Background: an optimization exercise with open tools, aiming at small area, a short achievable clock period and few clock cycles. Do not read the settings as production practice. In this exercise RTL edits were held to simulation tests only and were not proved equivalent to the original.

<file path="flow/design.v">
module fp4_cmul_w(br, bi, widx, p_re, p_im);
  input [3:0] br;
  wire [3:0] br;
  input [3:0] bi;
  wire [3:0] bi;
  input [2:0] widx;
  wire [2:0] widx;
  output [3:0] p_re;
  wire [3:0] p_re;
  output [3:0] p_im;
  wire [3:0] p_im;
  wire _000_;
  wire _001_;
  wire _002_;
  wire _003_;
  wire _004_;
  wire _005_;
  wire _006_;
  wire _007_;
  wire _008_;
  wire _009_;
  wire _010_;
  wire _011_;
  wire _012_;
  wire _013_;
  wire _014_;
  wire _015_;
  wire _016_;
  wire _017_;
  wire _018_;
  wire _019_;
  wire _020_;
  wire _021_;
  wire _022_;
  wire _023_;
  wire _024_;
  wire _025_;
  wire _026_;
  wire _027_;
  wire _028_;
  wire _029_;
  wire _030_;
  wire _031_;
  wire _032_;
  wire _033_;
  wire _034_;
  wire _035_;
  wire _036_;
  wire _037_;
  wire _038_;
  wire _039_;
  wire _040_;
  wire _041_;
  wire _042_;
  wire _043_;
  wire _044_;
  wire _045_;
  wire _046_;
  wire _047_;
  wire _048_;
  wire _049_;
  wire _050_;
  wire _051_;
  wire _052_;
  wire _053_;
  wire _054_;
  wire _055_;
  wire _056_;
  wire _057_;
  wire _058_;
  wire _059_;
  wire _060_;
  wire _061_;
  wire _062_;
  wire _063_;
  wire _064_;
  wire _065_;
  wire _066_;
  wire _067_;
  wire _068_;
  wire _069_;
  wire _070_;
  wire _071_;
  wire _072_;
  wire _073_;
  wire _074_;
  wire _075_;
  wire _076_;
  wire _077_;
  wire _078_;
  wire _079_;
  wire _080_;
  wire _081_;
  wire _082_;
  wire _083_;
  wire _084_;
  wire _085_;
  wire _086_;
  wire _087_;
  wire _088_;
  wire _089_;
  wire _090_;
  wire _091_;
  wire _092_;
  wire _093_;
  wire _094_;
  wire _095_;
  wire _096_;
  wire _097_;
  wire _098_;
  wire _099_;
  wire _100_;
  wire _101_;
  wire _102_;
  wire _103_;
  wire _104_;
  wire _105_;
  wire _106_;
  wire _107_;
  wire _108_;
  wire _109_;
  wire _110_;
  wire _111_;
  wire _112_;
  wire _113_;
  wire _114_;
  wire _115_;
  wire _116_;
  wire _117_;
  wire _118_;
  wire _119_;
  wire _120_;
  wire _121_;
  wire _122_;
  wire _123_;
  wire _124_;
  wire _125_;
  wire _126_;
  wire _127_;
  wire _128_;
  wire _129_;
  wire _130_;
  wire _131_;
  wire _132_;
  wire _133_;
  wire _134_;
  wire _135_;
  wire _136_;
  wire _137_;
  wire _138_;
  wire _139_;
  wire _140_;
  wire _141_;
  wire _142_;
  wire _143_;
  wire _144_;
  wire _145_;
  wire _146_;
  wire _147_;
  wire _148_;
  wire _149_;
  wire _150_;
  wire _151_;
  wire _152_;
  wire _153_;
  wire _154_;
  wire _155_;
  wire _156_;
  wire _157_;
  wire _158_;
  wire _159_;
  wire _160_;
  wire _161_;
  wire _162_;
  wire _163_;
  wire _164_;
  wire _165_;
  wire _166_;
  wire _167_;
  wire _168_;
  wire _169_;
  wire _170_;
  wire _171_;
  wire _172_;
  wire _173_;
  wire _174_;
  wire _175_;
  wire _176_;
  wire _177_;
  wire _178_;
  wire _179_;
  wire _180_;
  wire _181_;
  wire _182_;
  wire _183_;
  wire _184_;
  wire _185_;
  wire _186_;
  wire _187_;
  wire _188_;
  wire _189_;
  wire _190_;
  wire _191_;
  wire _192_;
  wire _193_;
  wire _194_;
  wire _195_;
  wire _196_;
  wire _197_;
  wire _198_;
  wire _199_;
  wire _200_;
  wire _201_;
  wire _202_;
  wire _203_;
  wire _204_;
  wire _205_;
  wire _206_;
  wire _207_;
  wire _208_;
  wire _209_;
  wire _210_;
  wire _211_;
  wire _212_;
  wire _213_;
  wire _214_;
  wire _215_;
  wire _216_;
  wire _217_;
  wire _218_;
  wire _219_;
  wire _220_;
  wire _221_;
  wire _222_;
  wire _223_;
  wire _224_;
  wire _225_;
  wire _226_;
  wire _227_;
  wire _228_;
  wire _229_;
  wire _230_;
  wire _231_;
  wire _232_;
  wire _233_;
  wire _234_;
  wire _235_;
  wire _236_;
  wire _237_;
  wire _238_;
  wire _239_;
  wire _240_;
  wire _241_;
  wire _242_;
  wire _243_;
  wire _244_;
  wire _245_;
  wire _246_;
  wire _247_;
  wire _248_;
  wire _249_;
  wire _250_;
  wire _251_;
  wire _252_;
  wire _253_;
  wire _254_;
  wire _255_;
  wire _256_;
  wire _257_;
  wire _258_;
  wire _259_;
  wire _260_;
  wire _261_;
  wire _262_;
  wire _263_;
  wire _264_;
  wire _265_;
  wire _266_;
  wire _267_;
  wire _268_;
  wire _269_;
  wire _270_;
  wire _271_;
  wire _272_;
  wire _273_;
  wire _274_;
  wire _275_;
  wire _276_;
  wire _277_;
  wire _278_;
  wire _279_;
  wire _280_;
  wire _281_;
  wire _282_;
  wire _283_;
  wire _284_;
  wire _285_;
  wire _286_;
  wire _287_;
  wire _288_;
  wire _289_;
  wire _290_;
  wire _291_;
  wire _292_;
  wire _293_;
  wire _294_;
  wire _295_;
  wire _296_;
  wire _297_;
  wire _298_;
  wire _299_;
  wire [3:0] \a1.out ;
  wire [3:0] \a1.result ;
  wire [2:0] \a1.sig_l ;
  wire [2:0] \a1.sig_s ;
  wire [2:0] \a1.sig_s_unaligned ;
  wire \a1.sub ;
  wire [3:0] \m1.x ;
  wire [3:0] \m2.half ;
  wire [3:0] \m2.mhalf ;
  wire [3:0] \m2.x ;
  wire [3:0] \m3.half ;
  wire [3:0] \m3.x ;
  wire [3:0] \m4.half ;
  wire [3:0] \m4.x ;
  wire [3:0] \s1.out ;
  wire [3:0] \s1.result ;
  wire [2:0] \s1.sig_l ;
  wire [2:0] \s1.sig_s ;
  wire [2:0] \s1.sig_s_unaligned ;
  wire \s1.sub ;
  wire [2:0] \tw.idx ;
  assign _097_ = ~widx[2];
  assign _108_ = widx[1] & _097_;
  assign _119_ = _108_ & widx[0];
  assign _130_ = ~_119_;
  assign _141_ = ~widx[1];
  assign _152_ = _141_ & widx[2];
  assign _163_ = ~_152_;
  assign _174_ = _163_ & _130_;
  assign _183_ = ~widx[0];
  assign _194_ = _183_ & widx[1];
  assign _205_ = ~_194_;
  assign _216_ = _205_ & _174_;
  assign _226_ = _216_ & bi[1];
  assign _233_ = ~_226_;
  assign _234_ = _183_ & _141_;
  assign _235_ = ~_234_;
  assign _236_ = _235_ & bi[2];
  assign _237_ = ~_236_;
  assign _238_ = _237_ & _233_;
  assign _239_ = ~_238_;
  assign _240_ = _235_ & br[2];
  assign _241_ = ~_240_;
  assign _242_ = ~_174_;
  assign _243_ = _242_ & br[1];
  assign _244_ = ~_243_;
  assign _245_ = _244_ & _241_;
  assign _246_ = ~_245_;
  assign _247_ = _246_ & _239_;
  assign _248_ = ~_247_;
  assign _249_ = _235_ & br[1];
  assign _250_ = ~_249_;
  assign _251_ = _250_ & _174_;
  assign _252_ = ~_251_;
  assign _253_ = _252_ & br[2];
  assign _254_ = ~_253_;
  assign _255_ = ~_216_;
  assign _256_ = _235_ & bi[1];
  assign _257_ = ~_256_;
  assign _258_ = _257_ & _255_;
  assign _259_ = ~_258_;
  assign _260_ = _259_ & bi[2];
  assign _261_ = ~_260_;
  assign _262_ = _261_ & _254_;
  assign _263_ = _262_ & _248_;
  assign _264_ = ~_263_;
  assign _265_ = ~_262_;
  assign _266_ = _260_ & _253_;
  assign _267_ = ~_266_;
  assign _268_ = _267_ & _265_;
  assign _269_ = ~_268_;
  assign _270_ = _243_ & br[2];
  assign _271_ = ~_270_;
  assign _272_ = _216_ & bi[2];
  assign _273_ = _272_ & bi[1];
  assign _274_ = ~_273_;
  assign _275_ = _274_ & _271_;
  assign _276_ = _275_ & _269_;
  assign _277_ = ~_276_;
  assign _278_ = ~br[1];
  assign _279_ = _278_ & _183_;
  assign _280_ = ~_279_;
  assign _281_ = br[1] & widx[0];
  assign _282_ = ~_281_;
  assign _283_ = _282_ & bi[1];
  assign _284_ = _283_ & _280_;
  assign _285_ = ~_284_;
  assign _286_ = ~bi[1];
  assign _287_ = _281_ & _286_;
  assign _288_ = ~_287_;
  assign _289_ = _288_ & _285_;
  assign _290_ = _289_ & _247_;
  assign _291_ = ~_290_;
  assign _292_ = _242_ & br[0];
  assign _293_ = ~_292_;
  assign _294_ = _249_ & _245_;
  assign _295_ = ~_294_;
  assign _296_ = _295_ & _293_;
  assign _297_ = ~_296_;
  assign _298_ = _245_ & _238_;
  assign _299_ = _216_ & bi[0];
  assign _000_ = ~_299_;
  assign _001_ = _000_ & _257_;
  assign _002_ = ~_001_;
  assign _003_ = _002_ & _298_;
  assign _004_ = _003_ & _297_;
  assign _005_ = ~_004_;
  assign _006_ = _005_ & _291_;
  assign _007_ = ~_006_;
  assign _008_ = ~_272_;
  assign _009_ = _254_ & _239_;
  assign _010_ = ~_009_;
  assign _011_ = _010_ & _008_;
  assign _012_ = ~_011_;
  assign _013_ = _012_ & _000_;
  assign _014_ = ~_013_;
  assign _015_ = ~_003_;
  assign _016_ = _011_ & _015_;
  assign _017_ = _016_ & _296_;
  assign _018_ = ~_017_;
  assign _019_ = _018_ & _014_;
  assign _020_ = ~br[3];
  assign _021_ = _020_ & bi[3];
  assign _022_ = ~_021_;
  assign _023_ = ~bi[3];
  assign _024_ = br[3] & _023_;
  assign _025_ = ~_024_;
  assign _026_ = _025_ & _022_;
  assign _027_ = ~_026_;
  assign _028_ = _027_ & _019_;
  assign _029_ = ~_028_;
  assign _030_ = ~_019_;
  assign _031_ = _026_ & _030_;
  assign _032_ = ~_031_;
  assign _033_ = _032_ & _029_;
  assign _034_ = ~_033_;
  assign _035_ = _034_ & _007_;
  assign _036_ = ~_035_;
  assign _037_ = _036_ & _277_;
  assign _038_ = ~_037_;
  assign _039_ = _038_ & _247_;
  assign _040_ = ~_275_;
  assign _041_ = _026_ & _040_;
  assign _042_ = ~_041_;
  assign _043_ = _027_ & _275_;
  assign _044_ = ~_043_;
  assign _045_ = _044_ & _042_;
  assign _046_ = _045_ & _039_;
  assign _047_ = ~_046_;
  assign _048_ = _047_ & _264_;
  assign _049_ = ~_048_;
  assign _050_ = _030_ & _007_;
  assign _051_ = ~_050_;
  assign _052_ = _019_ & _006_;
  assign _053_ = ~_052_;
  assign _054_ = _053_ & _051_;
  assign _055_ = ~_054_;
  assign _056_ = _055_ & _298_;
  assign _057_ = ~_056_;
  assign _058_ = _057_ & _049_;
  assign p_im[2] = ~_058_;
  assign _059_ = _298_ & _262_;
  assign _060_ = _059_ & _036_;
  assign _061_ = ~_060_;
  assign _062_ = _061_ & _047_;
  assign _063_ = ~_062_;
  assign _064_ = _063_ & _054_;
  assign _065_ = ~_064_;
  assign _066_ = _262_ & _247_;
  assign _067_ = ~_066_;
  assign _068_ = _067_ & _065_;
  assign _069_ = _035_ & _040_;
  assign _070_ = ~_069_;
  assign _071_ = _037_ & _275_;
  assign _072_ = ~_071_;
  assign _073_ = _072_ & _070_;
  assign p_im[1] = _073_ & _068_;
  assign _074_ = ~_039_;
  assign _075_ = ~_059_;
  assign _076_ = _075_ & _055_;
  assign p_im[0] = _076_ & _074_;
  assign _077_ = _242_ & bi[1];
  assign _078_ = ~_077_;
  assign _079_ = _257_ & _174_;
  assign _080_ = _079_ & _236_;
  assign _081_ = ~_080_;
  assign _082_ = _081_ & _078_;
  assign _083_ = ~_082_;
  assign _084_ = _216_ & br[1];
  assign _085_ = ~_084_;
  assign _086_ = _085_ & _241_;
  assign _087_ = ~_086_;
  assign _088_ = ~_079_;
  assign _089_ = _088_ & bi[2];
  assign _090_ = ~_089_;
  assign _091_ = _090_ & _087_;
  assign _092_ = ~_091_;
  assign _093_ = _216_ & br[2];
  assign _094_ = ~_093_;
  assign _095_ = _094_ & _092_;
  assign _096_ = _095_ & _083_;
  assign _098_ = ~_096_;
  assign _099_ = ~_095_;
  assign _100_ = _250_ & _255_;
  assign _101_ = ~_100_;
  assign _102_ = _101_ & _085_;
  assign _103_ = ~_102_;
  assign _104_ = _103_ & _099_;
  assign _105_ = ~_104_;
  assign _106_ = _105_ & _098_;
  assign _107_ = _090_ & _082_;
  assign _109_ = _216_ & br[0];
  assign _110_ = ~_109_;
  assign _111_ = _086_ & _249_;
  assign _112_ = ~_111_;
  assign _113_ = _112_ & _110_;
  assign _114_ = ~_113_;
  assign _115_ = _087_ & _082_;
  assign _116_ = ~_289_;
  assign _117_ = _089_ & _116_;
  assign _118_ = _117_ & _115_;
  assign _120_ = ~_118_;
  assign _121_ = ~_115_;
  assign _122_ = _101_ & br[2];
  assign _123_ = ~_122_;
  assign _124_ = _123_ & _090_;
  assign _125_ = _124_ & _121_;
  assign _126_ = _125_ & _098_;
  assign _127_ = ~_126_;
  assign _128_ = _127_ & _120_;
  assign _129_ = ~_128_;
  assign _131_ = _129_ & _114_;
  assign _132_ = _242_ & bi[0];
  assign _133_ = ~_132_;
  assign _134_ = _107_ & _256_;
  assign _135_ = ~_134_;
  assign _136_ = _135_ & _133_;
  assign _137_ = ~_136_;
  assign _138_ = _137_ & _131_;
  assign _139_ = ~_138_;
  assign _140_ = _139_ & _107_;
  assign _142_ = ~_140_;
  assign _143_ = _142_ & _026_;
  assign _144_ = ~_143_;
  assign _145_ = ~_107_;
  assign _146_ = _087_ & _289_;
  assign _147_ = _146_ & _145_;
  assign _148_ = _113_ & _099_;
  assign _149_ = ~_148_;
  assign _150_ = ~_131_;
  assign _151_ = _150_ & _095_;
  assign _153_ = _151_ & _136_;
  assign _154_ = ~_153_;
  assign _155_ = _154_ & _149_;
  assign _156_ = _155_ & _147_;
  assign _157_ = ~_156_;
  assign _158_ = ~_147_;
  assign _159_ = ~_155_;
  assign _160_ = _159_ & _158_;
  assign _161_ = ~_160_;
  assign _162_ = _161_ & _157_;
  assign _164_ = _162_ & _139_;
  assign _165_ = ~_164_;
  assign _166_ = _165_ & _144_;
  assign _167_ = ~_166_;
  assign _168_ = _159_ & _026_;
  assign _169_ = ~_168_;
  assign _170_ = _169_ & _147_;
  assign _171_ = _170_ & _167_;
  assign _172_ = ~_171_;
  assign _173_ = _172_ & _128_;
  assign _175_ = ~_173_;
  assign _176_ = _175_ & _167_;
  assign _177_ = ~_176_;
  assign _178_ = _177_ & _106_;
  assign _179_ = ~_178_;
  assign _180_ = ~_106_;
  assign _181_ = _175_ & _180_;
  assign _182_ = ~_181_;
  assign p_re[1] = _182_ & _179_;
  assign p_re[0] = _173_ & _162_;
  assign _184_ = ~p_re[1];
  assign _185_ = ~_124_;
  assign _186_ = _144_ & _106_;
  assign _187_ = ~_186_;
  assign _188_ = _143_ & _180_;
  assign _189_ = ~_188_;
  assign _190_ = _189_ & _187_;
  assign _191_ = ~_190_;
  assign _192_ = _191_ & _175_;
  assign _193_ = ~_192_;
  assign _195_ = _193_ & _185_;
  assign _196_ = ~_195_;
  assign _197_ = _191_ & _124_;
  assign _198_ = _197_ & _176_;
  assign _199_ = ~_198_;
  assign _200_ = _199_ & _196_;
  assign _201_ = _200_ & _184_;
  assign _202_ = ~_201_;
  assign _203_ = ~_151_;
  assign _204_ = _203_ & _020_;
  assign _206_ = ~_204_;
  assign _207_ = _235_ & _023_;
  assign _208_ = ~_207_;
  assign _209_ = _234_ & bi[3];
  assign _210_ = ~_209_;
  assign _211_ = _210_ & _208_;
  assign _212_ = ~_211_;
  assign _213_ = _212_ & _151_;
  assign _214_ = ~_213_;
  assign _215_ = _214_ & _206_;
  assign p_re[3] = _215_ & _202_;
  assign _217_ = ~_068_;
  assign _218_ = _217_ & _058_;
  assign _219_ = ~_218_;
  assign _220_ = ~_016_;
  assign _221_ = _220_ & _023_;
  assign _222_ = ~_221_;
  assign _223_ = _235_ & br[3];
  assign _224_ = ~_223_;
  assign _225_ = _234_ & _020_;
  assign _227_ = ~_225_;
  assign _228_ = _227_ & _224_;
  assign _229_ = ~_228_;
  assign _230_ = _229_ & _016_;
  assign _231_ = ~_230_;
  assign _232_ = _231_ & _222_;
  assign p_im[3] = _232_ & _219_;
  assign p_re[2] = ~_200_;
  assign \s1.sub  = 1'h1;
  assign \s1.out  = p_re;
  assign \s1.sig_l [2] = 1'h0;
  assign \s1.sig_s_unaligned [2] = 1'h0;
  assign \s1.sig_s [2] = 1'h0;
  assign \s1.result  = p_re;
  assign \m4.x  = bi;
  assign \m4.half [2:0] = \m2.half [2:0];
  assign \m3.x  = br;
  assign \m3.half [3] = 1'hx;
  assign \a1.result  = p_im;
  assign \a1.sig_s [2] = 1'h0;
  assign \a1.sig_s_unaligned [2] = 1'h0;
  assign \m2.x  = bi;
  assign \m2.half [3] = 1'hx;
  assign \m2.mhalf [2:0] = \m2.half [2:0];
  assign \a1.sig_l [2] = 1'h0;
  assign \m1.x  = br;
  assign \tw.idx  = widx;
  assign \a1.out  = p_im;
  assign \a1.sub  = 1'h0;
endmodule
module fp4_cmul_w2(br, bi, w, p_re, p_im);
  input [3:0] br;
  wire [3:0] br;
  input [3:0] bi;
  wire [3:0] bi;
  input [1:0] w;
  wire [1:0] w;
  output [3:0] p_re;
  wire [3:0] p_re;
  output [3:0] p_im;
  wire [3:0] p_im;
  wire _000_;
  wire _001_;
  wire _002_;
  wire _003_;
  wire _004_;
  wire _005_;
  wire _006_;
  wire _007_;
  wire _008_;
  wire _009_;
  wire _010_;
  wire _011_;
  wire _012_;
  wire _013_;
  wire _014_;
  wire _015_;
  wire _016_;
  wire _017_;
  wire _018_;
  wire _019_;
  wire _020_;
  wire _021_;
  wire _022_;
  wire _023_;
  wire _024_;
  wire _025_;
  wire _026_;
  wire _027_;
  wire _028_;
  wire _029_;
  wire _030_;
  wire _031_;
  wire _032_;
  wire _033_;
  wire _034_;
  wire _035_;
  wire _036_;
  wire _037_;
  wire _038_;
  wire _039_;
  wire _040_;
  wire _041_;
  wire _042_;
  wire _043_;
  wire _044_;
  wire _045_;
  wire _046_;
  wire _047_;
  wire _048_;
  wire _049_;
  wire _050_;
  wire _051_;
  wire _052_;
  wire _053_;
  wire _054_;
  wire _055_;
  wire _056_;
  wire _057_;
  wire _058_;
  wire _059_;
  wire _060_;
  wire _061_;
  wire _062_;
  wire _063_;
  wire _064_;
  wire _065_;
  wire _066_;
  wire _067_;
  wire _068_;
  wire _069_;
  wire _070_;
  wire _071_;
  wire _072_;
  wire _073_;
  wire _074_;
  wire _075_;
  wire _076_;
  wire _077_;
  wire _078_;
  wire _079_;
  wire _080_;
  wire _081_;
  wire _082_;
  wire _083_;
  wire _084_;
  wire _085_;
  wire _086_;
  wire _087_;
  wire _088_;
  wire _089_;
  wire _090_;
  wire _091_;
  wire _092_;
  wire _093_;
  wire _094_;
  wire _095_;
  wire _096_;
  wire _097_;
  wire _098_;
  wire _099_;
  wire _100_;
  wire _101_;
  wire _102_;
  wire _103_;
  wire _104_;
  wire _105_;
  wire _106_;
  wire _107_;
  wire _108_;
  wire _109_;
  wire _110_;
  wire _111_;
  wire _112_;
  wire _113_;
  wire _114_;
  wire _115_;
  wire _116_;
  wire _117_;
  wire _118_;
  wire _119_;
  wire _120_;
  wire _121_;
  wire _122_;
  wire _123_;
  wire _124_;
  wire _125_;
  wire _126_;
  wire _127_;
  wire _128_;
  wire _129_;
  wire _130_;
  wire _131_;
  wire _132_;
  wire _133_;
  wire _134_;
  wire _135_;
  wire _136_;
  wire _137_;
  wire _138_;
  wire _139_;
  wire _140_;
  wire _141_;
  wire _142_;
  wire _143_;
  wire _144_;
  wire _145_;
  wire _146_;
  wire _147_;
  wire _148_;
  wire _149_;
  wire _150_;
  wire [3:0] \u.a1.out ;
  wire [3:0] \u.a1.result ;
  wire [2:0] \u.a1.sig_l ;
  wire [2:0] \u.a1.sig_s ;
  wire [2:0] \u.a1.sig_s_unaligned ;
  wire \u.a1.sub ;
  wire [3:0] \u.bi ;
  wire [3:0] \u.br ;
  wire [3:0] \u.m1.x ;
  wire [3:0] \u.m2.half ;
  wire [3:0] \u.m2.mhalf ;
  wire [3:0] \u.m2.x ;
  wire [3:0] \u.m3.half ;
  wire [3:0] \u.m3.x ;
  wire [3:0] \u.m4.half ;
  wire [3:0] \u.m4.x ;
  wire [3:0] \u.p_im ;
  wire [3:0] \u.p_re ;
  wire [3:0] \u.s1.out ;
  wire [3:0] \u.s1.result ;
  wire [2:0] \u.s1.sig_l ;
  wire [2:0] \u.s1.sig_s ;
  wire [2:0] \u.s1.sig_s_unaligned ;
  wire \u.s1.sub ;
  wire [2:0] \u.tw.idx ;
  wire [2:0] \u.widx ;
  assign _072_ = ~bi[2];
  assign _073_ = _072_ & br[2];
  assign _074_ = br[1] & w[0];
  assign _075_ = _074_ & _073_;
  assign _076_ = ~_075_;
  assign _077_ = ~br[2];
  assign _078_ = bi[2] & _077_;
  assign _079_ = bi[1] & w[0];
  assign _080_ = _079_ & _078_;
  assign _081_ = ~_080_;
  assign _082_ = _081_ & _076_;
  assign _083_ = ~w[0];
  assign _084_ = ~w[1];
  assign _085_ = _084_ & _083_;
  assign _086_ = ~_085_;
  assign _087_ = _086_ & _072_;
  assign _088_ = ~_087_;
  assign _089_ = w[1] & _083_;
  assign _090_ = ~_089_;
  assign _091_ = _090_ & _077_;
  assign _092_ = ~_091_;
  assign _093_ = _092_ & _088_;
  assign _094_ = ~_093_;
  assign _095_ = _094_ & _082_;
  assign _096_ = ~_095_;
  assign _097_ = ~_073_;
  assign _098_ = ~_078_;
  assign _099_ = _098_ & _097_;
  assign _100_ = ~bi[3];
  assign _101_ = _100_ & br[3];
  assign _102_ = ~_101_;
  assign _103_ = ~br[3];
  assign _104_ = bi[3] & _103_;
  assign _105_ = ~_104_;
  assign _106_ = _105_ & _102_;
  assign _107_ = ~_106_;
  assign _108_ = _107_ & _099_;
  assign _109_ = _108_ & w[0];
  assign _110_ = ~_109_;
  assign _111_ = _110_ & _096_;
  assign _112_ = ~_111_;
  assign _113_ = ~_108_;
  assign _114_ = _113_ & w[0];
  assign _115_ = bi[1] & br[1];
  assign _116_ = ~_115_;
  assign _117_ = _116_ & _099_;
  assign _118_ = ~_117_;
  assign _119_ = _118_ & _114_;
  assign _120_ = ~_119_;
  assign _121_ = _085_ & br[1];
  assign _122_ = ~_121_;
  assign _123_ = _089_ & bi[1];
  assign _124_ = ~_123_;
  assign _125_ = _124_ & _122_;
  assign _126_ = _125_ & _120_;
  assign _127_ = ~_074_;
  assign _128_ = ~_079_;
  assign _129_ = _128_ & _127_;
  assign _130_ = ~_129_;
  assign _131_ = _130_ & _117_;
  assign _132_ = ~_131_;
  assign _133_ = _085_ & br[0];
  assign _134_ = ~_133_;
  assign _135_ = _089_ & bi[0];
  assign _136_ = ~_135_;
  assign _137_ = _136_ & _134_;
  assign _138_ = _137_ & _132_;
  assign _139_ = ~_138_;
  assign _140_ = _139_ & _095_;
  assign _141_ = _140_ & _126_;
  assign _142_ = ~_141_;
  assign _143_ = _142_ & _112_;
  assign p_re[2] = ~_143_;
  assign _144_ = _139_ & _112_;
  assign _145_ = ~_144_;
  assign _146_ = ~_126_;
  assign _147_ = _146_ & _082_;
  assign _148_ = ~_147_;
  assign _149_ = _148_ & _145_;
  assign p_re[1] = ~_149_;
  assign _150_ = _126_ & _112_;
  assign _000_ = ~_150_;
  assign p_re[0] = _000_ & _139_;
  assign _001_ = ~_114_;
  assign _002_ = _072_ & _084_;
  assign _003_ = ~_002_;
  assign _004_ = _077_ & w[1];
  assign _005_ = ~_004_;
  assign _006_ = _005_ & _003_;
  assign _007_ = _006_ & _001_;
  assign _008_ = ~_007_;
  assign _009_ = _008_ & _082_;
  assign _010_ = _089_ & br[0];
  assign _011_ = ~_010_;
  assign _012_ = _085_ & bi[0];
  assign _013_ = ~_012_;
  assign _014_ = _013_ & _011_;
  assign _015_ = _014_ & _132_;
  assign _016_ = ~_015_;
  assign _017_ = ~br[1];
  assign _018_ = _086_ & _017_;
  assign _019_ = ~_018_;
  assign _020_ = ~bi[1];
  assign _021_ = _090_ & _020_;
  assign _022_ = ~_021_;
  assign _023_ = _022_ & _019_;
  assign _024_ = ~_023_;
  assign _025_ = bi[2] & br[2];
  assign _026_ = ~_025_;
  assign _027_ = _026_ & _024_;
  assign _028_ = _027_ & _016_;
  assign _029_ = ~_028_;
  assign _030_ = _029_ & _009_;
  assign p_im[2] = ~_030_;
  assign _031_ = ~_099_;
  assign _032_ = _031_ & w[0];
  assign _033_ = ~_032_;
  assign _034_ = _033_ & _015_;
  assign _035_ = ~_034_;
  assign _036_ = _035_ & _009_;
  assign _037_ = ~_036_;
  assign _038_ = _023_ & _001_;
  assign _039_ = ~_038_;
  assign _040_ = _039_ & _037_;
  assign p_im[1] = ~_040_;
  assign _041_ = _024_ & _009_;
  assign _042_ = ~_041_;
  assign p_im[0] = _042_ & _016_;
  assign _043_ = _033_ & _128_;
  assign _044_ = ~_043_;
  assign _045_ = _044_ & _097_;
  assign _046_ = ~_045_;
  assign _047_ = _046_ & _103_;
  assign _048_ = ~_047_;
  assign _049_ = _048_ & _090_;
  assign _050_ = ~_049_;
  assign _051_ = _089_ & _100_;
  assign _052_ = ~_051_;
  assign _053_ = _052_ & _050_;
  assign _054_ = ~_053_;
  assign _055_ = _045_ & _100_;
  assign _056_ = ~_055_;
  assign _057_ = _150_ & _138_;
  assign _058_ = ~_057_;
  assign _059_ = _058_ & _056_;
  assign p_re[3] = _059_ & _054_;
  assign _060_ = _046_ & _086_;
  assign _061_ = ~_060_;
  assign _062_ = _061_ & bi[3];
  assign _063_ = ~_062_;
  assign _064_ = _103_ & _083_;
  assign _065_ = ~_064_;
  assign _066_ = _065_ & _050_;
  assign _067_ = ~_066_;
  assign _068_ = _067_ & _063_;
  assign _069_ = ~_068_;
  assign _070_ = _040_ & _009_;
  assign _071_ = ~_070_;
  assign p_im[3] = _071_ & _069_;
  assign \u.s1.sig_l [2] = 1'h0;
  assign \u.s1.sig_s_unaligned [2] = 1'h0;
  assign \u.s1.sig_s [2] = 1'h0;
  assign \u.m2.x  = bi;
  assign \u.m2.half [3] = 1'hx;
  assign \u.m2.mhalf [2:0] = \u.m2.half [2:0];
  assign \u.s1.result  = p_re;
  assign \u.m3.half [3] = 1'hx;
  assign \u.m3.x  = br;
  assign \u.s1.out  = p_re;
  assign \u.m1.x  = br;
  assign \u.s1.sub  = 1'h1;
  assign \u.m4.half [2:0] = \u.m2.half [2:0];
  assign \u.m4.x  = bi;
  assign \u.tw.idx  = { w, 1'h0 };
  assign \u.p_im  = p_im;
  assign \u.p_re  = p_re;
  assign \u.widx  = { w, 1'h0 };
  assign \u.bi  = bi;
  assign \u.br  = br;
  assign \u.a1.result  = p_im;
  assign \u.a1.sig_s [2] = 1'h0;
  assign \u.a1.sig_s_unaligned [2] = 1'h0;
  assign \u.a1.sig_l [2] = 1'h0;
  assign \u.a1.out  = p_im;
  assign \u.a1.sub  = 1'h0;
endmodule
module fp4_addsub2(a, p, x, y);
  input [3:0] a;
  wire [3:0] a;
  input [3:0] p;
  wire [3:0] p;
  output [3:0] x;
  wire [3:0] x;
  output [3:0] y;
  wire [3:0] y;
  wire _000_;
  wire _001_;
  wire _002_;
  wire _003_;
  wire _004_;
  wire _005_;
  wire _006_;
  wire _007_;
  wire _008_;
  wire _009_;
  wire _010_;
  wire _011_;
  wire _012_;
  wire _013_;
  wire _014_;
  wire _015_;
  wire _016_;
  wire _017_;
  wire _018_;
  wire _019_;
  wire _020_;
  wire _021_;
  wire _022_;
  wire _023_;
  wire _024_;
  wire _025_;
  wire _026_;
  wire _027_;
  wire _028_;
  wire _029_;
  wire _030_;
  wire _031_;
  wire _032_;
  wire _033_;
  wire _034_;
  wire _035_;
  wire _036_;
  wire _037_;
  wire _038_;
  wire _039_;
  wire _040_;
  wire _041_;
  wire _042_;
  wire _043_;
  wire _044_;
  wire _045_;
  wire _046_;
  wire _047_;
  wire _048_;
  wire _049_;
  wire _050_;
  wire _051_;
  wire _052_;
  wire _053_;
  wire _054_;
  wire _055_;
  wire _056_;
  wire _057_;
  wire _058_;
  wire _059_;
  wire _060_;
  wire _061_;
  wire _062_;
  wire _063_;
  wire _064_;
  wire _065_;
  wire _066_;
  wire _067_;
  wire _068_;
  wire _069_;
  wire _070_;
  wire _071_;
  wire _072_;
  wire _073_;
  wire _074_;
  wire _075_;
  wire _076_;
  wire _077_;
  wire _078_;
  wire _079_;
  wire _080_;
  wire _081_;
  wire _082_;
  wire _083_;
  wire _084_;
  wire _085_;
  wire _086_;
  wire _087_;
  wire _088_;
  wire _089_;
  wire _090_;
  wire _091_;
  wire _092_;
  wire _093_;
  wire _094_;
  wire _095_;
  wire _096_;
  wire _097_;
  wire _098_;
  wire _099_;
  wire _100_;
  wire _101_;
  wire _102_;
  wire _103_;
  wire _104_;
  wire _105_;
  wire _106_;
  wire _107_;
  wire _108_;
  wire _109_;
  wire _110_;
  wire _111_;
  wire _112_;
  wire _113_;
  wire _114_;
  wire _115_;
  wire _116_;
  wire _117_;
  wire _118_;
  wire _119_;
  wire _120_;
  wire _121_;
  wire _122_;
  wire _123_;
  wire _124_;
  wire _125_;
  wire _126_;
  wire _127_;
  wire _128_;
  wire _129_;
  wire _130_;
  wire _131_;
  wire _132_;
  wire _133_;
  wire _134_;
  wire _135_;
  wire _136_;
  wire _137_;
  wire _138_;
  wire _139_;
  wire _140_;
  wire _141_;
  wire _142_;
  wire _143_;
  wire _144_;
  wire _145_;
  wire _146_;
  wire _147_;
  wire _148_;
  wire _149_;
  wire _150_;
  wire _151_;
  wire _152_;
  wire [2:0] \u_d.x ;
  wire [2:0] \u_d.y ;
  wire [2:0] \u_s.x ;
  wire [2:0] \u_s.y ;
  wire [2:0] xm;
  wire [2:0] ym;
  assign _064_ = ~a[0];
  assign _072_ = a[1] & p[1];
  assign _073_ = ~_072_;
  assign _074_ = ~p[1];
  assign _075_ = ~a[1];
  assign _076_ = _075_ & _074_;
  assign _077_ = ~_076_;
  assign _078_ = _077_ & _073_;
  assign _079_ = ~_078_;
  assign _080_ = _079_ & a[2];
  assign _081_ = ~_080_;
  assign _082_ = ~p[2];
  assign _083_ = a[1] & _082_;
  assign _084_ = ~_083_;
  assign _085_ = _084_ & _081_;
  assign _086_ = ~_085_;
  assign _087_ = _086_ & _064_;
  assign _088_ = ~_087_;
  assign _089_ = ~p[0];
  assign _090_ = _089_ & _074_;
  assign _091_ = ~_090_;
  assign _092_ = _074_ & _082_;
  assign _093_ = ~_092_;
  assign _094_ = _093_ & _091_;
  assign _095_ = ~_094_;
  assign _096_ = a[2] & _082_;
  assign _097_ = ~_096_;
  assign _098_ = _097_ & _075_;
  assign _099_ = _098_ & _095_;
  assign _100_ = ~_099_;
  assign _101_ = p[0] & p[1];
  assign _102_ = ~_101_;
  assign _103_ = a[1] & a[0];
  assign _104_ = ~_103_;
  assign _105_ = _104_ & _102_;
  assign _106_ = ~_105_;
  assign _107_ = a[2] & p[2];
  assign _108_ = _107_ & _106_;
  assign _109_ = ~_108_;
  assign _110_ = ~a[2];
  assign _111_ = _110_ & p[1];
  assign _112_ = _111_ & _089_;
  assign _113_ = ~_112_;
  assign _114_ = _113_ & _109_;
  assign _115_ = _114_ & _100_;
  assign _116_ = _115_ & _088_;
  assign _117_ = _091_ & _110_;
  assign _118_ = ~_117_;
  assign _119_ = a[0] & _082_;
  assign _120_ = ~_119_;
  assign _121_ = ~_107_;
  assign _122_ = _121_ & _084_;
  assign _123_ = _122_ & _120_;
  assign _124_ = _123_ & _118_;
  assign _125_ = ~_124_;
  assign _126_ = _110_ & _082_;
  assign _127_ = ~_126_;
  assign _128_ = _127_ & _121_;
  assign _129_ = _127_ & _072_;
  assign _130_ = ~_129_;
  assign _131_ = _110_ & _075_;
  assign _132_ = ~_131_;
  assign _133_ = _132_ & _093_;
  assign _134_ = _133_ & _130_;
  assign _135_ = _134_ & _128_;
  assign _136_ = _135_ & _125_;
  assign _137_ = ~_136_;
  assign _138_ = _137_ & _116_;
  assign _139_ = ~p[3];
  assign _140_ = ~a[3];
  assign _141_ = _140_ & _139_;
  assign _142_ = ~_141_;
  assign _143_ = a[3] & p[3];
  assign _144_ = ~_143_;
  assign _145_ = _144_ & _142_;
  assign _146_ = ~_145_;
  assign _147_ = _146_ & _134_;
  assign _148_ = ~_147_;
  assign y[0] = _148_ & _138_;
  assign _149_ = ~_128_;
  assign _150_ = _149_ & _073_;
  assign _151_ = ~_150_;
  assign _152_ = _128_ & _077_;
  assign _000_ = ~_152_;
  assign _001_ = _000_ & _151_;
  assign _002_ = ~_001_;
  assign _003_ = _125_ & _109_;
  assign _004_ = _003_ & _002_;
  assign _005_ = _004_ & _145_;
  assign _006_ = ~_005_;
  assign _007_ = _116_ & _107_;
  assign _008_ = ~_007_;
  assign _009_ = p[0] & a[0];
  assign _010_ = ~_009_;
  assign _011_ = _089_ & _064_;
  assign _012_ = ~_011_;
  assign _013_ = _012_ & _010_;
  assign _014_ = ~_013_;
  assign _015_ = _149_ & _079_;
  assign _016_ = _015_ & _014_;
  assign _017_ = ~_016_;
  assign _018_ = _017_ & _002_;
  assign _019_ = _018_ & _137_;
  assign _020_ = _019_ & _008_;
  assign _021_ = _020_ & _146_;
  assign _022_ = ~_021_;
  assign _023_ = _022_ & _006_;
  assign y[1] = ~_023_;
  assign _024_ = _145_ & _134_;
  assign _025_ = ~_024_;
  assign x[0] = _025_ & _138_;
  assign _026_ = ~_004_;
  assign _027_ = _026_ & _146_;
  assign _028_ = ~_027_;
  assign _029_ = ~_020_;
  assign _030_ = _029_ & _145_;
  assign _031_ = ~_030_;
  assign x[1] = _031_ & _028_;
  assign _032_ = _127_ & _125_;
  assign _033_ = ~_032_;
  assign _034_ = _033_ & _077_;
  assign _035_ = ~_034_;
  assign _036_ = _107_ & _076_;
  assign _037_ = ~_036_;
  assign _038_ = _037_ & _017_;
  assign _039_ = _038_ & _035_;
  assign _040_ = ~_039_;
  assign _041_ = _040_ & _025_;
  assign _042_ = ~_041_;
  assign _043_ = _145_ & _108_;
  assign _044_ = ~_043_;
  assign y[2] = _044_ & _042_;
  assign _045_ = ~y[2];
  assign _046_ = _045_ & _023_;
  assign _047_ = ~_046_;
  assign _048_ = _091_ & _075_;
  assign _049_ = ~_048_;
  assign _050_ = _149_ & _102_;
  assign _051_ = _050_ & _049_;
  assign _052_ = ~_051_;
  assign _053_ = _052_ & _097_;
  assign _054_ = ~_053_;
  assign _055_ = _054_ & _140_;
  assign _056_ = ~_055_;
  assign _057_ = _053_ & p[3];
  assign _058_ = ~_057_;
  assign _059_ = _058_ & _056_;
  assign y[3] = _059_ & _047_;
  assign _060_ = _040_ & _148_;
  assign _061_ = ~_060_;
  assign _062_ = _146_ & _108_;
  assign _063_ = ~_062_;
  assign x[2] = _063_ & _061_;
  assign _065_ = ~x[1];
  assign _066_ = ~x[2];
  assign _067_ = _066_ & _065_;
  assign _068_ = ~_067_;
  assign _069_ = _053_ & _139_;
  assign _070_ = ~_069_;
  assign _071_ = _070_ & _056_;
  assign x[3] = _071_ & _068_;
  assign \u_s.y  = p[2:0];
  assign \u_s.x  = a[2:0];
  assign \u_d.y  = p[2:0];
  assign \u_d.x  = a[2:0];
  assign ym = y[2:0];
  assign xm = x[2:0];
endmodule
module fp4_butterfly(
    input [7:0] A,
    input [7:0] B,
    input [2:0] widx,
    output [7:0] X,
    output [7:0] Y
);
    wire [3:0] p_re, p_im;
    fp4_cmul_w cm (.br(B[7:4]), .bi(B[3:0]), .widx(widx), .p_re(p_re), .p_im(p_im));
    fp4_addsub2 xr (.a(A[7:4]), .p(p_re), .x(X[7:4]), .y(Y[7:4]));
    fp4_addsub2 xi (.a(A[3:0]), .p(p_im), .x(X[3:0]), .y(Y[3:0]));
endmodule
module fp4_butterfly_w2(
    input [7:0] A,
    input [7:0] B,
    input [1:0] w,
    output [7:0] X,
    output [7:0] Y
);
    wire [3:0] p_re, p_im;
    fp4_cmul_w2 cm (.br(B[7:4]), .bi(B[3:0]), .w(w), .p_re(p_re), .p_im(p_im));
    fp4_addsub2 xr (.a(A[7:4]), .p(p_re), .x(X[7:4]), .y(Y[7:4]));
    fp4_addsub2 xi (.a(A[3:0]), .p(p_im), .x(X[3:0]), .y(Y[3:0]));
endmodule
module fp4_z(
    input [3:0] x,
    output [3:0] y
);
    wire sub = (x[2:1] == 2'b00);
    assign y = {x[3] & (x[2:0] != 3'b000), x[2] | (sub & x[0]), x[1] | (sub & x[0]), x[0] & ~sub};
endmodule
module fp4_butterfly_w0(
    input [7:0] A,
    input [7:0] B,
    output [7:0] X,
    output [7:0] Y
);
    wire [3:0] p_re, p_im;
    fp4_z zr (.x(B[7:4]), .y(p_re));
    fp4_z zi (.x(B[3:0]), .y(p_im));
    fp4_addsub2 xr (.a(A[7:4]), .p(p_re), .x(X[7:4]), .y(Y[7:4]));
    fp4_addsub2 xi (.a(A[3:0]), .p(p_im), .x(X[3:0]), .y(Y[3:0]));
endmodule
module fp4_butterfly_w08(
    input [7:0] A,
    input [7:0] B,
    input w8,
    output [7:0] X,
    output [7:0] Y
);
    wire [3:0] zr, zi;
    fp4_z u_r (.x(B[7:4]), .y(zr));
    fp4_z u_i (.x(B[3:0]), .y(zi));
    wire [3:0] p_re = w8 ? {zi[3] ^ (zi != 4'h0), zi[2:0]} : zr;
    wire [3:0] p_im = w8 ? zr : zi;
    fp4_addsub2 xr (.a(A[7:4]), .p(p_re), .x(X[7:4]), .y(Y[7:4]));
    fp4_addsub2 xi (.a(A[3:0]), .p(p_im), .x(X[3:0]), .y(Y[3:0]));
endmodule
module sdf_stage #(
    parameter D = 8
)(
    input wire clk,
    input wire en,
    input wire phase,
    input wire [7:0] s_in,
    input wire [7:0] X,
    input wire [7:0] Y,
    output wire [7:0] A,
    output wire [7:0] s_out
);
    reg [8*D-1:0] dl;  
    assign A = dl[8*D-1 -: 8];
    generate
        if (D == 1) begin : g1
            always @(posedge clk)
                if (en) dl <= phase ? Y : s_in;
        end else begin : gn
            always @(posedge clk)
                if (en) dl <= {dl[8*(D-1)-1:0], phase ? Y : s_in};
        end
    endgenerate
    assign s_out = phase ? X : A;
endmodule
module fp4_fft #(
    parameter MAX_N = 32,
    parameter ADDR_WIDTH = $clog2(MAX_N)
)(
    input wire clk,
    input wire rst,
    input wire start,
    input wire [ADDR_WIDTH-1:0] N,  
    output reg done,
    output reg error,
    input wire [7:0] data_in,  
    input wire data_in_valid,  
    output reg [7:0] data_out,  
    output reg data_out_valid,  
    output reg fft_ready  
);
    reg n16, n8;
    always @(posedge clk) begin
        n16 <= (N == 5'd16);
        n8 <= (N == 5'd8);
    end
    wire [3:0] mask = n16 ? 4'hf : n8 ? 4'h7 : 4'h3;
    function [14:0] stage_ctl;
        input [3:0] x;
        input m16, m8;
        reg [3:0] l0, l1, l2, l3, l4, l5, cm, r;
        reg hi4;
        begin
            l0 = x - 4'd1;
            l1 = x - 4'd9;
            l2 = x - 4'd14;
            l3 = x - 4'd1;
            l4 = x - 4'd2;
            l5 = x - 4'd9;
            hi4 = m16 ? l4[3] : m8 ? l4[2] : l4[1];
            cm = x & (m16 ? 4'hf : m8 ? 4'h7 : 4'h3);
            r = m16 ? 4'd11 : m8 ? 4'd7 : 4'd1;
            stage_ctl[14] = m16 & l0[3];
            stage_ctl[13] = (m16 | m8) & l1[2];
            stage_ctl[12] = l2[1];
            stage_ctl[11] = l3[0];
            stage_ctl[10] = m16 & l1[3];
            stage_ctl[9:8] = m16 ? {l2[2], l2[3]} : m8 ? {l2[2], 1'b0} : 2'b00;
            stage_ctl[7:5] = m16 ? {l3[1], l3[2], l3[3]} : m8 ? {l3[1], l3[2], 1'b0} : {l3[1], 2'b00};
            stage_ctl[4] = hi4 & ~l4[0];
            stage_ctl[3] = m16 & l5[2] & ~l5[1];
            stage_ctl[2] = (cm >= r);
            stage_ctl[1] = (cm == r - 4'd1);
            stage_ctl[0] = 1'b0;
        end
    endfunction
    reg in_frame;  
    reg [3:0] c;  
    reg [5:0] fv;  
    reg en;  
    reg [14:0] ctl;  
    wire start_now = data_in_valid & ~in_frame & fft_ready;
    wire adv = in_frame ? data_in_valid : 1'b1;
    wire [3:0] cur = start_now ? 4'd0 : c;
    wire last = in_frame & data_in_valid & ((c & mask) == mask);
    wire wrap = adv & ((cur & mask) == mask);
    wire in_frame_n = start_now | (in_frame & ~last);
    wire [3:0] c_n = adv ? cur + 4'd1 : c;
    wire last_slot = ((c & mask) == mask);
    wire wrap_next = (((c + 4'd1) & mask) == 4'd0);
    wire [14:0] ctl_inc = stage_ctl(c + 4'd1, n16, n8);
    wire [14:0] ctl_one = stage_ctl(4'd1, N == 5'd16, N == 5'd8);
    always @(posedge clk)
        ctl <= ~adv ? ctl : start_now ? ctl_one : ctl_inc;
    wire ph8 = ctl[14], ph4 = ctl[13], ph2 = ctl[12], ph1 = ctl[11];
    wire k4 = ctl[10];
    wire [1:0] k2 = ctl[9:8];
    wire [2:0] k1 = ctl[7:5];
    wire cond1 = ctl[4], cond2 = ctl[3];
    wire [3:0] cm = c & mask;
    wire near = n16 ? (cm >= 4'd11) : n8 ? (cm == 4'd7) : (cm != 4'd0);
    wire far_last = n16 ? (cm == 4'd10) : n8 ? (cm == 4'd6) : (cm == 4'd0);
    wire out_v = n16 ? (near ? fv[0] : fv[1]) : n8 ? (near ? fv[1] : fv[2]) : (near ? fv[4] : fv[5]);
    wire [5:0] keep = n16 ? 6'b000011 : n8 ? 6'b000111 : 6'b111111;
    always @(posedge clk or negedge rst) begin
        if (!rst) begin
            in_frame <= 1'b0;
            c <= 4'hf;  
            fv <= 6'b000000;
            en <= 1'b0;
        end else begin
            in_frame <= in_frame_n;
            c <= c_n;
            en <= adv;
            if (wrap)
                fv <= {fv[4:0], in_frame} & keep;
            else if (en & far_last) begin
                if (n16) fv[1] <= 1'b0;
                else if (n8) fv[2] <= 1'b0;
                else fv[5] <= 1'b0;
            end
        end
    end
    reg [7:0] in_reg, o4, o2;
    wire [7:0] s8, s4, s2, s1;
    wire [7:0] a8, a4, a2, a1, x8, y8, x4, y4, x2, y2, x1, y1;
    wire [7:0] b4 = s8;
    wire [7:0] b2 = o4;
    fp4_butterfly_w0 bf8 (.A(a8), .B(in_reg), .X(x8), .Y(y8));
    fp4_butterfly_w08 bf4 (.A(a4), .B(b4), .w8(k4), .X(x4), .Y(y4));
    fp4_butterfly_w2 bf2 (.A(a2), .B(b2), .w(k2), .X(x2), .Y(y2));
    fp4_butterfly bf1 (.A(a1), .B(o2), .widx(k1), .X(x1), .Y(y1));
    sdf_stage #(.D(8)) st8 (.clk(clk), .en(en), .phase(ph8), .s_in(in_reg),
                            .X(x8), .Y(y8), .A(a8), .s_out(s8));
    sdf_stage #(.D(4)) st4 (.clk(clk), .en(en), .phase(ph4), .s_in(b4),
                            .X(x4), .Y(y4), .A(a4), .s_out(s4));
    sdf_stage #(.D(2)) st2 (.clk(clk), .en(en), .phase(ph2), .s_in(b2),
                            .X(x2), .Y(y2), .A(a2), .s_out(s2));
    sdf_stage #(.D(1)) st1 (.clk(clk), .en(en), .phase(ph1), .s_in(o2),
                            .X(x1), .Y(y1), .A(a1), .s_out(s1));
    reg [55:0] rv1;
    reg [15:0] rv2;
    wire [7:0] tap1 = n16 ? rv1[55:48] : n8 ? rv1[23:16] : rv1[7:0];
    wire [7:0] q1 = cond1 ? s1 : tap1;
    wire [7:0] q2 = cond2 ? q1 : rv2[15:8];
    always @(posedge clk) begin
        in_reg <= data_in;
        data_out <= q2;
    end
    always @(posedge clk) begin
        fft_ready <= in_frame ? (data_in_valid & last_slot) : (~(data_in_valid & fft_ready) & wrap_next);
        done <= last;
        error <= start & ((N == 5'd0) | ((N & (N - 5'd1)) != 5'd0));
        data_out_valid <= en & out_v;
    end
    always @(posedge clk) begin
        if (en) begin
            o4 <= s4;
            o2 <= s2;
            rv1 <= {rv1[47:0], cond1 ? tap1 : s1};
            rv2 <= {rv2[7:0], cond2 ? rv2[15:8] : q1};
        end
    end
endmodule
</file>
<file path="flow/flow/run.sh">
#!/bin/bash
set -e
echo "export BUFFER_PORTS_ARGS = -buffer_cell sky130_fd_sc_hd__buf_4" >> "$FLOW_CONFIG"
echo "export SETUP_SLACK_MARGIN = 15" >> "$FLOW_CONFIG"
bash standard.sh > standard_flow.log 2>&1
</file>
<file path="flow/standard.sh">
#!/bin/bash
# synth_recipe.tcl (not shown) runs the flow's synth.tcl, then flattens the netlist and writes it again
# the make line also repeats each setting of config.mk as NAME=value (left out here)
make -C /OpenROAD-flow-scripts/flow DESIGN_CONFIG=/design/flow/config.mk WORK_HOME=/design/flow/orfs CLKGATE_MAP_FILE= SYNTH_SCRIPT=/design/flow/synth_recipe.tcl "${@:-finish}"
</file>
<file path="flow/config.mk">
export PLATFORM = sky130hd
export DESIGN_NAME = fp4_fft
export DESIGN_NICKNAME = fp4_fft
export VERILOG_FILES = /design/flow/design.v
export SDC_FILE = /design/flow/constraint.sdc
export NUM_CORES = 4
export LEC_CHECK = 0
export ABC_AREA = 1
export CAP_MARGIN = 20
export CORE_MARGIN = 2
export CORE_UTILIZATION = 40
export CTS_BUF_LIST = sky130_fd_sc_hd__clkbuf_16
export CTS_CLUSTER_DIAMETER = 80
export CTS_CLUSTER_SIZE = 25
export SLEW_MARGIN = 20
export BUFFER_PORTS_ARGS = -buffer_cell sky130_fd_sc_hd__buf_4
export SETUP_SLACK_MARGIN = 15
</file>
<file path="flow/constraint.sdc">
create_clock -name core_clock -period 20.0 [get_ports {clk}]
set_input_delay 4.0000 -clock core_clock [delete_from_list [all_inputs] [get_ports {clk}]]
set_output_delay 4.0000 -clock core_clock [all_outputs]
set_load 0.01 [all_outputs]
</file>
==> qor.csv, run 1 <==
stage;metric;value;unit
layout;Top Registers;st8.dl (64), rv1 (56), st4.dl (32);
routing;final wirelength;27.2;mm
worst_setup_path;Worst setup SP type;flip-flop;
synthesis;Synth top cells by count;nand2_1, edfxtp_1, inv_1;
synthesis;Synth async-reset ratio;4.74;%
layout;layout cell share with drive strength beyond 1;9.00;%
timing;Setup-failing EPs final;0;
synthesis;Cells after Synth;1482;
grt;initial antenna violation count;0;
die;die width;187;um
timing;RSZ-0062 raised after global routing;false;
routing;initial drt markers;680;
synthesis;Seq/Total Area, Yosys;54.4;%
routing;final antenna-violating net count;0;
clock_tree;CTS buffer count;15;
timing;Tightest Pin Transition;0.913;ns
worst_setup_path;crit-path cells;buf_6;
timing;crit share post-route;24.8;%
layout;ant diodes;0;
synthesis;top cells by area, synth;edfxtp_1, nand2_1, inv_1, ha_1, o21ai_0;
layout;Top reg by flops;st8.dl;
routing;via count;9936;
die;site row count;67;
grt;Total Routing Usage GR;15.5;%
placement;Port Buffers;28;
clock_tree;clock slew at reported path FFs;0.10;ns
outcome;outcome;finished clean;
layout;area grow syn2layout;9.39;%
grt;vias in the first global route;9381;
clock_tree;clock root cell;clkbuf_16;
clock_tree;CTS tree;done;
flow_run;max_cap viols;0;
clock_tree;clock tree buffer depth;3;
die;count of boundary I/O pins;29;
worst_setup_path;Crit Path Max Fanout;2;
worst_setup_path;CP max stage cell;dfxtp_4;
grt;GRT Residual Overflow;0;
clock_tree;Worst-Skew Late Latency;0.50;ns
synthesis;Yosys warnings;5;
timing;Worst Skew;0.0175;ns
synthesis;Post-synth EDFFs;219;
worst_setup_path;crit path DAT;0.96;ns
worst_hold_path;HP Class;flip-flop to flip-flop;
routing;drt drc;0;
die;Chip Height;187;um
worst_setup_path;Required @ worst endpoint;16.00;ns
timing;fmax;0.202;GHz
grt;first-pass GRT wire length;45.5;mm
grt;largest net degree at the start of global routing;73;
routing;via/cell ratio;5.04;
synthesis;Mapped Area;0.0135;mm2
worst_setup_path;worst stage delay on the critical path;0.36;ns
synthesis;count leader, synth;nand2_1;
routing;Detailed Routing Iterations Pass 1;5;
die;die area;0.0351;mm2
clock_tree;CTS Sinks;253;
synthesis;Synth cell types;65;
timing;Hold Vio Cnt, Final;0;
synthesis;Post-synth top flop;edfxtp_1;
worst_setup_path;CP Class;flip-flop to output port;
synthesis;post-synth top area share;48.9;%
die;Starting Density;40.3;%
synthesis;Yosys top cell by area;edfxtp_1;
worst_setup_path;CP endpoint kind;output port;
synthesis;flops & latches, synth;253;
die;total core area;0.0334;mm2
layout;max reg flops;64;
timing;minimum clock period;4.96;ns
synthesis;Syn Area/Cell;9.08;um2
layout;final core utilization;44.1;%
synthesis;Syn Nets;1551;
layout;nets;1584;
timing;Pins Over Slew Limit;0;
placement;dpl hpwl;19.3;mm
timing;slew margin rel.;39.2;%
clock_tree;H-tree levels;1;
timing;final setup TNS;0;ns
timing;hold_ws;0.410;ns
worst_setup_path;WP buf/inv;1;
worst_setup_path;kind of cell adding the most delay to the critical path;flip-flops;
placement;gp weighted congestion;0.863;
routing;Avg WL per Cell;13.8;um
-- area by class of cell --
cell class | instances | area, um2
Tap cell | 448 | 561
Clock inverter | 10 | 95.1
Multi-Input combinational cell | 1008 | 5330
Sequential cell | 253 | 7330
Inverter | 202 | 759
Fill cell | 3246 | 18600
Timing Repair Buffer | 35 | 267
Clock buffer | 15 | 375
-- layer usage --
| layer | global-route usage (%) | wire length [um] |
|---|---|---|
| met5 | 0 | 0 |
| met4 | 3.18 | 437 |
| met3 | 1.93 | 1090 |
| met2 | 25.8 | 12500 |
| met1 | 21.9 | 13200 |
-- cells by family (layout without fill, tap and decap cells) --
family	count (synthesis)	count (layout)	synth area share, %
adders and majority gates	52	52	4.84
xor gates and xnor gates	17	17	1.25
muxes	1	1	0.0744
and+or+nand+nor	656	656	20.9
DFF	253	253	54.4
buffers and inverters	221	262	6.25
AOI/OAI and AO/OA	282	282	12.3
-- worst paths after layout --
check / from / end / slack, ns / cells past startpoint
hold reg to reg: st4.dl[18] / st4.dl[26] / 0.41 / 0
setup reg to reg: ctl[5] / rv2[7] / 15.61 / 34
min in group asynchronous: rst / en / 3.32 / 1
max in group asynchronous: rst / c[2] / 16.44 / 1
hold / removal: st4.dl[18] / st4.dl[26] / 0.41 / 0
setup / recovery: fft_ready / fft_ready / 15.04 / 1
-- metrics by stage --
| stage | setup WS (ns) | std cells | area, um2 |
|---|---|---|---|
| 3_3_place_gp | 14.59 | 1945 | 14200 |
| 2_1_floorplan | 14.88 | 1482 | 13500 |
| 4_1_cts | 15.01 | 1971 | 14700 |
| 3_5_place_dp | 14.61 | 1945 | 14200 |
| 5_1_grt | 15.00 | 1971 | 14700 |
| 6_report | 15.04 | 1971 | 14700 |
-- what timing repair did --
| action | 4_1_cts | 5_1_grt |
|---|---|---|
| hold buffers | 0 | 0 |
| setup buffers | 1 | 0 |
| setup endpoints to repair | 1 | 0 |
| resized for setup | 3 | 0 |
-- cells in the final DEF (no fill, tap or decap), drive strengths merged, types with 4 or more instances in the layout --
cell type,synthesis,layout
a211oi,6,6
a21boi,4,4
a21oi,54,54
a22o,7,7
a22oi,10,10
a31oi,8,8
and2,4,4
buf,4,35
clkbuf,15,15
clkinv,3,7
dfrtp,8,8
dfstp,4,4
dfxtp,22,22
edfxtp,219,219
ha,52,52
inv,199,204
nand2,434,434
nand3,82,82
nand3b,4,4
nand4,11,11
nor2,96,96
nor3,11,11
o211ai,11,11
o21a,4,4
o21ai,141,141
o22ai,17,17
or2,8,8
xnor2,5,5
xor2,12,12
Testbench counts, summed over its fixed seeds: cycles 5,344.
==> run 2: changes to the inputs <==
--- a/flow/design.v
+++ b/flow/design.v
@@ -1524,3 +1524,4 @@
         ctl <= ~adv ? ctl : start_now ? ctl_one : ctl_inc;
-    wire ph8 = ctl[14], ph4 = ctl[13], ph2 = ctl[12], ph1 = ctl[11];
+    wire ph8 = ctl[14], ph4 = ctl[13];
+    wire ph2 = ~c[1], ph1 = ~c[0];
     wire k4 = ctl[10];
==> run 2 against run 1 <==
Still clean. Sequential share of layout area down 0.68 points. Cell area grew 0.56%. Maximum frequency is 1.5% lower. Via count up 0.34%. Register-to-register slack lost 0.05 ns. Non-clock buffer count grew 8. Routed wire length grew 1.3%. Synthesized area down 0.76%. Hold slack better by 0.0092 ns. Synthesized cell count down 0.54%. Critical path type is now input port to flip-flop.
==> qor.csv, run 2 <==
stage;metric;value;unit
timing;Worst Slack Setup Final;14.97;ns
grt;vias in the first global route;9423;
worst_setup_path;CP Class;input port to flip-flop;
routing;initial drt markers;702;
worst_setup_path;CP endpoint kind;flip-flop;
worst_setup_path;worst stage delay on the critical path;0.20;ns
worst_setup_path;Worst setup SP type;input port;
routing;via count;9970;
clock_tree;CTS hold repair buffers;0;
layout;ant diodes;0;
layout;Final Cell Area;0.0148;mm2
worst_setup_path;cell depth of the worst setup path;15;
timing;fmax;0.199;GHz
grt;first-pass GRT wire length;45.9;mm
placement;gp weighted congestion;0.842;
outcome;outcome;finished clean;
timing;Setup-failing EPs final;0;
layout;final core utilization;45.3;%
timing;slew margin rel.;35.5;%
worst_setup_path;kind of cell adding the most delay to the critical path;simple AND/OR/NAND/NOR gates;
die;Chip Height;187;um
synthesis;Synth cell types;58;
worst_setup_path;flop2flop setup slack;15.56;ns
routing;Detailed Routing Iterations Pass 1;5;
synthesis;Yosys top cell by area;edfxtp_1;
die;die width;187;um
worst_setup_path;WP buf/inv;3;
synthesis;post-synth top area share;48.8;%
placement;dpl cells;1928;
synthesis;Mapped Area;0.0134;mm2
worst_setup_path;CP max stage cell;ha_2;
layout;Non-Filler Instances;1966;
routing;final wirelength;27.5;mm
worst_setup_path;Required @ worst endpoint;20.39;ns
worst_setup_path;crit-path cells;buf_8 -> nand2_8 -> nor2_4 -> nor2_1 -> ha_2 -> nand2_2 -> nor2_4 -> nand2_4 -> inv_4 -> nor2_4 -> inv_2 -> o21ai_2 -> o21bai_4 -> a31oi_2 -> a21oi_1;
timing;Hold Vio Cnt, Final;0;
layout;most common cell after layout, fill and taps aside;nand2_1;
synthesis;Yosys warnings;5;
flow_run;max_cap viols;0;
routing;via/cell ratio;5.07;
die;die area;0.0349;mm2
grt;largest net degree at the start of global routing;91;
synthesis;flops & latches, synth;251;
routing;drt drc;0;
worst_setup_path;R2R cell count;34;
layout;Top reg by flops;st8.dl;
clock_tree;CTS Sinks;251;
synthesis;Synth async-reset ratio;4.78;%
synthesis;count leader, synth;nand2_1;
grt;Total Routing Usage GR;15.6;%
timing;Pins Over Slew Limit;0;
worst_setup_path;Top cell by count, worst path;nor2_4;
synthesis;Synth top cells by count;nand2_1, edfxtp_1, inv_1;
grt;initial antenna violation count;0;
placement;dpl hpwl;19.6;mm
worst_hold_path;hold path startpoint;st4.dl[10];
worst_hold_path;HP Class;flip-flop to flip-flop;
clock_tree;clock tree buffer depth;3;
die;total core area;0.0327;mm2
worst_setup_path;reg2reg end;rv1[7];
layout;max reg flops;64;
timing;hold_ws;0.419;ns
timing;final setup TNS;0;ns
synthesis;Post-synth top flop;edfxtp_1;
timing;Tightest Pin Transition;0.967;ns
timing;minimum clock period;5.03;ns
worst_setup_path;crit path DAT;5.42;ns
clock_tree;clock slew at reported path FFs;0.10;ns
clock_tree;H-tree levels;1;
synthesis;Syn Area/Cell;9.06;um2
placement;dpl cell area;0.0141;mm2
layout;nets;1583;
clock_tree;clock root cell;clkbuf_16;
clock_tree;CTS buffer count;16;
die;count of boundary I/O pins;29;
synthesis;top cells by area, synth;edfxtp_1, nand2_1, inv_1, ha_1, o21ai_0;
synthesis;Syn Nets;1543;
layout;commonest non-fill, non-tap cells in the layout;nand2_1, edfxtp_1, inv_1;
synthesis;Post-synth EDFFs;217;
clock_tree;CTS tree;done;
die;Starting Density;40.8;%
layout;area grow syn2layout;10.9;%
clock_tree;Worst-Skew Late Latency;0.50;ns
layout;Top Registers;st8.dl (64), rv1 (56), st4.dl (32);
worst_setup_path;worst r2r src;ctl[5];
grt;GRT Residual Overflow;0;
die;site row count;66;
routing;Avg WL per Cell;14.0;um
placement;worst slack, placed;14.22;ns
synthesis;Cells after Synth;1474;
timing;crit share post-route;25.2;%
routing;final antenna-violating net count;0;
layout;layout cell share with drive strength beyond 1;9.19;%
worst_hold_path;worst hold endpoint;st4.dl[18];
timing;Worst Skew;0.0229;ns
worst_setup_path;Crit Path Max Fanout;4;
worst_hold_path;hold path cells;0;
timing;RSZ-0062 raised after global routing;true;
placement;Port Buffers;28;
synthesis;Seq/Total Area, Yosys;54.4;%
-- run 2: cell families (layout without fill, tap and decap cells) --
logic type                 count (synthesis)  in the layout  share of synthesized area, %
and+or+nand+nor                          636            636                          20.3
AOI/OAI and AO/OA                        291            291                          12.7
DFF                                      251            251                          54.4
buffers and inverters                    225            275                          6.36
adders and majority gates                 53             53                          4.95
xor gates and xnor gates                  15             15                          1.04
muxes                                      3              3                         0.234
-- run 2: how the worst max path moves through the flow --
| stage | from | to | slack, ns |
|---|---|---|---|
| after floorplan | data_in_valid | fv[2] | 14.59 |
| after global placement | data_in_valid | fv[2] | 14.26 |
| after detailed placement | data_in_valid | fv[2] | 14.22 |
| after CTS | data_in_valid | fv[2] | 14.98 |
| after global routing | data_in_valid | fv[2] | 14.86 |
| final | data_in_valid | fv[2] | 14.97 |
-- run 2: worst register-to-register path, delay by kind of cell, from the launching register on --
family / cells / cell delay (ns)
and+or+nand+nor: 24 / 2.26
buffers and inverters: 6 / 0.87
AOI/OAI and AO/OA: 3 / 0.41
DFF: 1 / 0.36
adders and majority gates: 1 / 0.26
-- run 2: metal layers --
metal	global-route usage [%]	up-vias	part of all wire [%]
li1	-	5082	-
met1	20.8	4695	47
met2	27.3	158	48
met3	1.73	35	3.0
met4	4.00	0	2.2
met5	0	-	0
-- run 2: timing repair --
item                       4_1_cts  5_1_grt
setup buffers                    9        1
pin swaps                        7        1
resized for setup               10        6
setup endpoints to repair        4        4
-- run 2: final cells by class --
| class | count | area [um2] |
|---|---|---|
| fillers | 3191 | 17900 |
| flip-flops and latches | 251 | 7270 |
| multi-input cells | 998 | 5320 |
| inverters | 204 | 768 |
| well taps | 442 | 553 |
| clock buffers | 17 | 425 |
| repair buffers | 43 | 338 |
| clock inverters | 11 | 124 |
Testbench counts of run 2, summed over its fixed seeds: cycles 5,344.

port drivers added, routing unchanged:
No port has a modelled driver above. Below, the same layouts with a new extraction and two added sets of constraints.
Step 1, drivers: a clkbuf_16 drives clk and a buf_2 each remaining input, both assumed.
Step 2 moves the port delays by t, midway between the first and last clock arrival at a register: inputs arrive t later, outputs are due t later. That takes back most of the time a late clock gives input paths.
a / b / c = no drivers / after step 1 / after step 2; a / b = the first two.
| run | t, ns | setup slack, ns | worst setup path after step 2 | clock arrival spread, ns | pins driven straight from the clock port |
|---|---|---|---|---|---|
| run 1 | 0.538 | 15.040 / 14.991 / 14.589 | input to register | 0.018 / 0.017 | 1 |
| run 2 | 0.539 | 14.966 / 14.979 / 14.440 | input to register | 0.024 / 0.024 | 1 |
After both steps every run listed still meets setup and hold. For run 2, which loses most, drivers alone change the setup slack by +0.013 ns; drivers and shift together by -0.526 ns.
